This design comes from an exercise in tuning for small area on the open sky130 flow, not from production work.
The RTL was checked by simulation tests, not by an equivalence proof against the original design.
Power and IR drop assume default switching activity.

==> inputs of run X <==
Design HART_DISPLAY, start of the top module:
module	HART_DISPLAY	(
					input	logic	clk,
					input	logic	resetN,
					input	logic	[10:0] pixelX,
					input	logic	[10:0] pixelY,
					input	logic	[10:0] topLeftX,
					input	logic	[10:0] topLeftY,
					input	logic	coin_collision,
					input	logic	star,
					output	logic	[7:0] hartRGB,
					output	logic	HartDrawingRequest,
					output	logic	coin_collect
);
clock: 10.0 ns
lec_check: 0
cap_margin: 20
core_margin: 2
core_utilization: 40
cts_buf_list: sky130_fd_sc_hd__clkbuf_8
slew_margin: 20
standard.sh (not shown) runs the stock make flow with config.mk's settings and CLKGATE_MAP_FILE= SYNTH_SCRIPT=/design/flow/synth_recipe.tcl, a recipe that flattens the netlist after the stock synthesis.
==> flow/flow/run.sh <==
#!/bin/bash
# Layout flow: the standard ORFS flow, except that
#  - synthesis maps the logic with area-oriented abc scripts (flow/abc_*.script,
#    keeping the smallest result; flow/abc_portfolio.tcl) instead of ORFS's
#    delay-oriented one, and with no adder cells (ADDER_MAP_FILE=); everything
#    else in synthesis (the registers, their names and cells) is the standard flow's
#    standard synthesis;
#  - port buffers are buf_1 cells;
#  - clock tree synthesis uses clkbuf_8 and adds no dummy loads.
# Each step's output goes to a log file here (and ORFS's own logs under orfs/logs).
set -euo pipefail
W=$(pwd)

# synthesis script: synth_recipe.tcl, sourcing a copy of ORFS's synth.tcl whose
# abc call is replaced by flow/abc_portfolio.tcl
sed 's|log_cmd abc {\*}$abc_args|source '"$W"'/flow/abc_portfolio.tcl|' \
  "$FLOW_HOME/scripts/synth.tcl" > "$W/synth_area.tcl"
grep -q "source $W/flow/abc_portfolio.tcl" "$W/synth_area.tcl"
sed 's|\$::env(SCRIPTS_DIR)/synth.tcl|'"$W"'/synth_area.tcl|' synth_recipe.tcl > "$W/flow_synth.tcl"
grep -q "$W/synth_area.tcl" "$W/flow_synth.tcl"

bash standard.sh SYNTH_SCRIPT="$W/flow_synth.tcl" ADDER_MAP_FILE= synth > "$W/synth.log" 2>&1
bash standard.sh BUFFER_PORTS_ARGS="-buffer_cell sky130_fd_sc_hd__buf_1" \
  CTS_ARGS="-sink_clustering_enable -repair_clock_nets -buf_list sky130_fd_sc_hd__clkbuf_8 -dont_use_dummy_load" \
  finish > "$W/layout.log" 2>&1
==> flow/flow/abc_1.script <==
strash
&get -n
&deepsyn -T 120
&put
dch
amap
topo
==> flow/flow/abc_2.script <==
strash
&get -n
&deepsyn -T 60
&put
dch
amap
strash
&get -n
&deepsyn -T 60
&put
dch
amap
topo
==> flow/flow/abc_3.script <==
strash
&get -n
&deepsyn -T 120
&put
dch -f
amap
topo
==> flow/flow/abc_4.script <==
strash
dch -f
amap
strash
dch -f
amap
topo
==> flow/flow/abc_portfolio.tcl <==
# Sourced by the flow's copy of ORFS synth.tcl in place of its single abc call:
# maps the logic with each abc script flow/abc_*.script and keeps the netlist
# with the smallest cell area. abc_args is synth_preamble's argument list
# (it starts with "-script <ORFS script>", which is dropped here).
set portfolio_dir [file dirname [info script]]
set portfolio_best_area ""
set portfolio_best ""
design -save portfolio_pre_abc
foreach portfolio_script [lsort [glob $portfolio_dir/abc_*.script]] {
  design -load portfolio_pre_abc
  log_cmd abc -script $portfolio_script {*}[lrange $abc_args 2 end]
  set portfolio_stat [tee -q -s result.string stat {*}$lib_args]
  if { ![regexp {Chip area for module '[^']*': ([0-9.]+)} $portfolio_stat -> portfolio_area] } {
    error "abc portfolio: no area for $portfolio_script"
  }
  puts "abc portfolio: [file tail $portfolio_script] area $portfolio_area"
  if { $portfolio_best_area eq "" || $portfolio_area < $portfolio_best_area } {
    set portfolio_best_area $portfolio_area
    set portfolio_best $portfolio_script
    design -save portfolio_best
  }
}
design -load portfolio_best
puts "abc portfolio: kept [file tail $portfolio_best] area $portfolio_best_area"
==> run K: changes against run X <==
--- a/flow/design.v
+++ b/flow/design.v
@@ -456,26 +456,27 @@
 	input  logic       in_box,
 	input  logic       random,
 	input  logic       coin_collision,
 	output logic       drawingRequest,
 	output logic [7:0] RGBout,
 	output logic       coin_collect
 );
-localparam logic [255:0] M0COIN = 256'b1111011111110101111101111111010111110111111101011111011111110101111101101111010111110001111101011111011111110111111101100011111011000110001111101100000000000000111111111011111011111110111000001111111010111110111111101011111011111110100000111111111000001111;
-localparam logic [255:0] M1COIN = 256'b1111011011110111111101101111011111110110111101111111011011110111111101101111011111110000111101111111011111110111111101100011111011000111001111101100000000111110111111111011111011111111101111101111111110111110111111111011111011111111100000011111111111111111;
+localparam logic [255:0] M0COIN = 256'b0000000000000000000000000000000000000000000000001111011111110101111101101111010111110001111101011111011111110111111101100011111011000110001111101100000000000000111111111011111011111110111000001111111010111110111111101011111011111110100000111111111000001111;
+localparam logic [255:0] M1COIN = 256'b0000000000000000000000000000000000000000000000001111011011110111111101101111011111110000111101111111011111110111111101100011111011000111001111101100000000111110111111111011111011111111101111101111111110111110111111111011111011111111100000011111111111111111;
+localparam logic [255:0] M0WALL = 256'b0000000000000000000000000000000000000000000000000000100000001010000010010000101000001110000010100000100000001000000010011100000100111001110000010011111111111111000000000100000100000001000111110000000101000001000000010100000100000001011111000000000111110000;
+localparam logic [255:0] M1WALL = 256'b0000000000000000000000000000000000000000000000000000100100001000000010010000100000001111000010000000100000001000000010011100000100111000110000010011111111000001000000000100000100000000010000010000000001000001000000000100000100000000011111100000000000000000;
 logic random_cs;    
 logic valid;        
 logic [164:0] eaten;
 logic [4:0] out_code;
 wire  [7:0] cidx = {row, col};
 wire [12:0] rsel;
 wire [15:0] csel;
 genvar gi;
-for (gi = 0; gi < 12; gi++) begin : g_r0 assign rsel[gi] = (row == gi); end
-assign rsel[12] = (row[3:2] == 2'b11);
+for (gi = 0; gi < 13; gi++) begin : g_r assign rsel[gi] = (row == gi); end
 for (gi = 0; gi < 16; gi++) begin : g_c assign csel[gi] = (col == gi); end
 wire [15:0] cseln = ~csel;
 wire [12:0] row_eaten;
 assign row_eaten[0] = ~((cseln[0] | eaten[0]) & (cseln[1] | eaten[1])) | ~((cseln[2] | eaten[2]) & (cseln[3] | eaten[3])) | ~((cseln[4] | eaten[4]) & (cseln[5] | eaten[5])) | ~((cseln[6] | eaten[6]) & (cseln[7] | eaten[7])) | ~((cseln[8] | eaten[8]) & (cseln[9] | eaten[9])) | ~((cseln[10] | eaten[10]) & (cseln[11] | eaten[11])) | ~((cseln[12] | eaten[12]) & (cseln[13] | eaten[13])) | ~((cseln[14] | eaten[14]) & (cseln[15] | eaten[15]));
 assign row_eaten[1] = ~((cseln[0] | eaten[16]) & (cseln[1] | eaten[17])) | ~((cseln[7] | eaten[18]) & (cseln[8] | eaten[19])) | ~((cseln[9] | eaten[20]) & (cseln[10] | eaten[21])) | ~((cseln[11] | eaten[22]) & (cseln[12] | eaten[23])) | ~((cseln[13] | eaten[24]) & (cseln[14] | eaten[25])) | ~(cseln[15] | eaten[26]);
 assign row_eaten[2] = ~((cseln[1] | eaten[27]) & (cseln[2] | eaten[28])) | ~((cseln[3] | eaten[29]) & (cseln[4] | eaten[30])) | ~((cseln[5] | eaten[31]) & (cseln[7] | eaten[32])) | ~((cseln[8] | eaten[33]) & (cseln[9] | eaten[34])) | ~((cseln[10] | eaten[35]) & (cseln[11] | eaten[36])) | ~((cseln[12] | eaten[37]) & (cseln[13] | eaten[38])) | ~((cseln[14] | eaten[39]) & (cseln[15] | eaten[40]));
 assign row_eaten[3] = ~((cseln[1] | eaten[41]) & (cseln[2] | eaten[42])) | ~((cseln[3] | eaten[43]) & (cseln[4] | eaten[44])) | ~((cseln[5] | eaten[45]) & (cseln[7] | eaten[46])) | ~((cseln[8] | eaten[47]) & (cseln[9] | eaten[48])) | ~((cseln[10] | eaten[49]) & (cseln[11] | eaten[50])) | ~((cseln[12] | eaten[51]) & (cseln[13] | eaten[52])) | ~((cseln[14] | eaten[53]) & (cseln[15] | eaten[54]));
@@ -486,15 +487,15 @@
 assign row_eaten[8] = ~((cseln[1] | eaten[101]) & (cseln[2] | eaten[102])) | ~((cseln[3] | eaten[103]) & (cseln[4] | eaten[104])) | ~((cseln[5] | eaten[105]) & (cseln[9] | eaten[106])) | ~((cseln[10] | eaten[107]) & (cseln[12] | eaten[108])) | ~((cseln[13] | eaten[109]) & (cseln[14] | eaten[110])) | ~(cseln[15] | eaten[111]);
 assign row_eaten[9] = ~((cseln[0] | eaten[112]) & (cseln[1] | eaten[113])) | ~((cseln[2] | eaten[114]) & (cseln[4] | eaten[115])) | ~((cseln[5] | eaten[116]) & (cseln[6] | eaten[117])) | ~((cseln[7] | eaten[118]) & (cseln[8] | eaten[119])) | ~((cseln[9] | eaten[120]) & (cseln[10] | eaten[121])) | ~((cseln[12] | eaten[122]) & (cseln[13] | eaten[123])) | ~((cseln[14] | eaten[124]) & (cseln[15] | eaten[125]));
 assign row_eaten[10] = ~((cseln[0] | eaten[126]) & (cseln[1] | eaten[127])) | ~((cseln[2] | eaten[128]) & (cseln[4] | eaten[129])) | ~((cseln[5] | eaten[130]) & (cseln[6] | eaten[131])) | ~((cseln[7] | eaten[132]) & (cseln[8] | eaten[133])) | ~((cseln[12] | eaten[134]) & (cseln[13] | eaten[135])) | ~((cseln[14] | eaten[136]) & (cseln[15] | eaten[137]));
 assign row_eaten[11] = ~((cseln[0] | eaten[138]) & (cseln[1] | eaten[139])) | ~((cseln[2] | eaten[140]) & (cseln[4] | eaten[141])) | ~((cseln[5] | eaten[142]) & (cseln[6] | eaten[143])) | ~((cseln[7] | eaten[144]) & (cseln[9] | eaten[145])) | ~((cseln[10] | eaten[146]) & (cseln[12] | eaten[147])) | ~((cseln[13] | eaten[148]) & (cseln[14] | eaten[149])) | ~(cseln[15] | eaten[150]);
 assign row_eaten[12] = ~((cseln[0] | eaten[151]) & (cseln[1] | eaten[152])) | ~((cseln[2] | eaten[153]) & (cseln[4] | eaten[154])) | ~((cseln[5] | eaten[155]) & (cseln[6] | eaten[156])) | ~((cseln[7] | eaten[157]) & (cseln[8] | eaten[158])) | ~((cseln[9] | eaten[159]) & (cseln[10] | eaten[160])) | ~((cseln[12] | eaten[161]) & (cseln[13] | eaten[162])) | ~((cseln[14] | eaten[163]) & (cseln[15] | eaten[164]));
 wire eaten_sel = |(rsel & row_eaten);
 wire coin_m  = random_cs ? M1COIN[cidx] : M0COIN[cidx];
-wire wall_m  = ~coin_m;
+wire wall_m  = random_cs ? M1WALL[cidx] : M0WALL[cidx];
 wire is_coin = in_box & ~eaten_sel & coin_m;
 wire is_wall = in_box & ~eaten_sel & wall_m;
 wire eat     = is_coin & coin_collision;
 wire clr     = ~valid | (random != random_cs);
 wire [12:0] wrow = rsel & {13{eat}};
 always_ff @(posedge clk) begin
 	coin_collect <= eat;
==> flow/flow/run.sh (replaced) <==
#!/bin/bash
# Layout flow: the standard ORFS flow, except that
#  - synthesis maps the logic with an area-oriented abc script (flow/abc_area.script)
#    instead of ORFS's delay-oriented one, and no adder cells (ADDER_MAP_FILE=);
#    everything else in synthesis (the
#    registers, their names and cells) is the standard synthesis;
#  - port buffers are buf_1 cells;
#  - clock tree synthesis uses clkbuf_8 and adds no dummy loads.
# Each step's output goes to a log file here (and ORFS's own logs under orfs/logs).
set -euo pipefail
W=$(pwd)
ABC_SCRIPT=$W/flow/abc_area.script

# synthesis script: synth_recipe.tcl, sourcing a copy of ORFS's synth.tcl whose
# abc call uses our script (abc_args starts with "-script <ORFS script>")
sed 's|log_cmd abc {\*}$abc_args|log_cmd abc -script '"$ABC_SCRIPT"' {*}[lrange $abc_args 2 end]|' \
  "$FLOW_HOME/scripts/synth.tcl" > "$W/synth_area.tcl"
grep -q "abc -script $ABC_SCRIPT" "$W/synth_area.tcl"
sed 's|\$::env(SCRIPTS_DIR)/synth.tcl|'"$W"'/synth_area.tcl|' synth_recipe.tcl > "$W/flow_synth.tcl"
grep -q "$W/synth_area.tcl" "$W/flow_synth.tcl"

bash standard.sh SYNTH_SCRIPT="$W/flow_synth.tcl" ADDER_MAP_FILE= synth > "$W/synth.log" 2>&1
bash standard.sh BUFFER_PORTS_ARGS="-buffer_cell sky130_fd_sc_hd__buf_1" \
  CTS_ARGS="-sink_clustering_enable -repair_clock_nets -buf_list sky130_fd_sc_hd__clkbuf_8 -dont_use_dummy_load" \
  finish > "$W/layout.log" 2>&1
==> flow/flow/abc_area.script (new file) <==
strash
&get -n
&deepsyn -T 120
&put
dch
amap
topo
removed: flow/flow/abc_1.script
removed: flow/flow/abc_2.script
removed: flow/flow/abc_3.script
removed: flow/flow/abc_4.script
removed: flow/flow/abc_portfolio.tcl
==> run M: changes against run X <==
==> flow/flow/run.sh (replaced) <==
#!/bin/bash
# Layout flow: the standard ORFS flow, except that
#  - synthesis maps the logic with an area-oriented abc script (flow/abc_area.script)
#    instead of ORFS's delay-oriented one, and no adder cells (ADDER_MAP_FILE=);
#    everything else in synthesis (the
#    registers, their names and cells) is the standard synthesis;
#  - port buffers are buf_1 cells;
#  - clock tree synthesis uses clkbuf_8 and adds no dummy loads.
# Each step's output goes to a log file here (and ORFS's own logs under orfs/logs).
set -euo pipefail
W=$(pwd)
ABC_SCRIPT=$W/flow/abc_area.script

# synthesis script: synth_recipe.tcl, sourcing a copy of ORFS's synth.tcl whose
# abc call uses our script (abc_args starts with "-script <ORFS script>")
sed 's|log_cmd abc {\*}$abc_args|log_cmd abc -script '"$ABC_SCRIPT"' {*}[lrange $abc_args 2 end]|' \
  "$FLOW_HOME/scripts/synth.tcl" > "$W/synth_area.tcl"
grep -q "abc -script $ABC_SCRIPT" "$W/synth_area.tcl"
sed 's|\$::env(SCRIPTS_DIR)/synth.tcl|'"$W"'/synth_area.tcl|' synth_recipe.tcl > "$W/flow_synth.tcl"
grep -q "$W/synth_area.tcl" "$W/flow_synth.tcl"

bash standard.sh SYNTH_SCRIPT="$W/flow_synth.tcl" ADDER_MAP_FILE= synth > "$W/synth.log" 2>&1
bash standard.sh BUFFER_PORTS_ARGS="-buffer_cell sky130_fd_sc_hd__buf_1" \
  CTS_ARGS="-sink_clustering_enable -repair_clock_nets -buf_list sky130_fd_sc_hd__clkbuf_8 -dont_use_dummy_load" \
  finish > "$W/layout.log" 2>&1
==> flow/flow/abc_area.script (new file) <==
strash
&get -n
&deepsyn -T 120
&put
dch
amap
topo
removed: flow/flow/abc_1.script
removed: flow/flow/abc_2.script
removed: flow/flow/abc_3.script
removed: flow/flow/abc_4.script
removed: flow/flow/abc_portfolio.tcl
==> comparison table <==
item	run X	run M	run K
Fill cell total of the finished layout	2063	2063	1988
Simple-gate area share of the yosys netlist	0.145	0.145	0.136
Syn-to-layout area delta	11.6%	11.6%	11.6%
Number of instances in the synthesized netlist	918	918	908
Largest net degree at the start of global routing	99	99	86
Post-route worst setup slack	4.07 ns	4.07 ns	3.81 ns
Internal Pwr Total	1.01 mW	1.01 mW	1.00 mW
Routed wire length	22.9 mm	22.9 mm	22.8 mm
Transition time of the tightest slew-check pin	1.04 ns	1.04 ns	0.966 ns
Tot Pwr	1.48 mW	1.48 mW	1.44 mW
Number of standard cells in the final layout excluding fillers	1282	1282	1271
Slew margin rel.	0.310	0.310	0.349
Run status	complete, no violations	complete, no violations	complete, no violations
Post-route clock period utilization	0.593	0.593	0.619
Reg-to-reg setup timing slack	4.76 ns	4.76 ns	4.50 ns
Number of vias after detailed routing	7563	7563	7510
DIE AREA	0.0217 mm²	0.0217 mm²	0.0215 mm²
Sequential share of cell area	0.421	0.421	0.425
Count of routing violations after the opening detailed-route iteration	659	659	739
Share of the core filled with cells in the final layout	0.454	0.454	0.452
Hold Path End	inst.out_code[3]$_DFF_PN0_	inst.out_code[3]$_DFF_PN0_	inst.out_code[1]$_DFF_PN0_
Sequential group share of total power	0.532	0.532	0.546
Multi-input logic portion of the cell area	0.447	0.447	0.445
Launch point of the worst path	pixelX[1]	pixelX[1]	topLeftX[1]
Power density of the placed cells	161 mW/mm²	161 mW/mm²	159 mW/mm²
Global-route met2 utilization	0.335	0.335	0.317

[separate check: timing with driven ports]
No port has a modelled driver above. Below, the same layouts with a new extraction and two added sets of constraints. Step 1, drivers: a clkbuf_16 drives clk and a buf_2 each remaining input, both assumed. Step 2 also shifts input and output timing later by t, the mid clock arrival at the registers, as if the neighbouring blocks saw the same clock. Three values: no drivers, after step 1, after step 2; two values: the first two.
run	t (ns)	slack for setup (ns)	worst data-port slew with drivers (ns)	pins driven straight from the clock port
run X	0.498	4.070 / 4.087 / 3.589	0.04	1
run K	0.479	3.809 / 3.823 / 3.344	0.04	1
run M	0.498	4.070 / 4.087 / 3.589	0.04	1
After both steps every run listed still meets setup and hold.
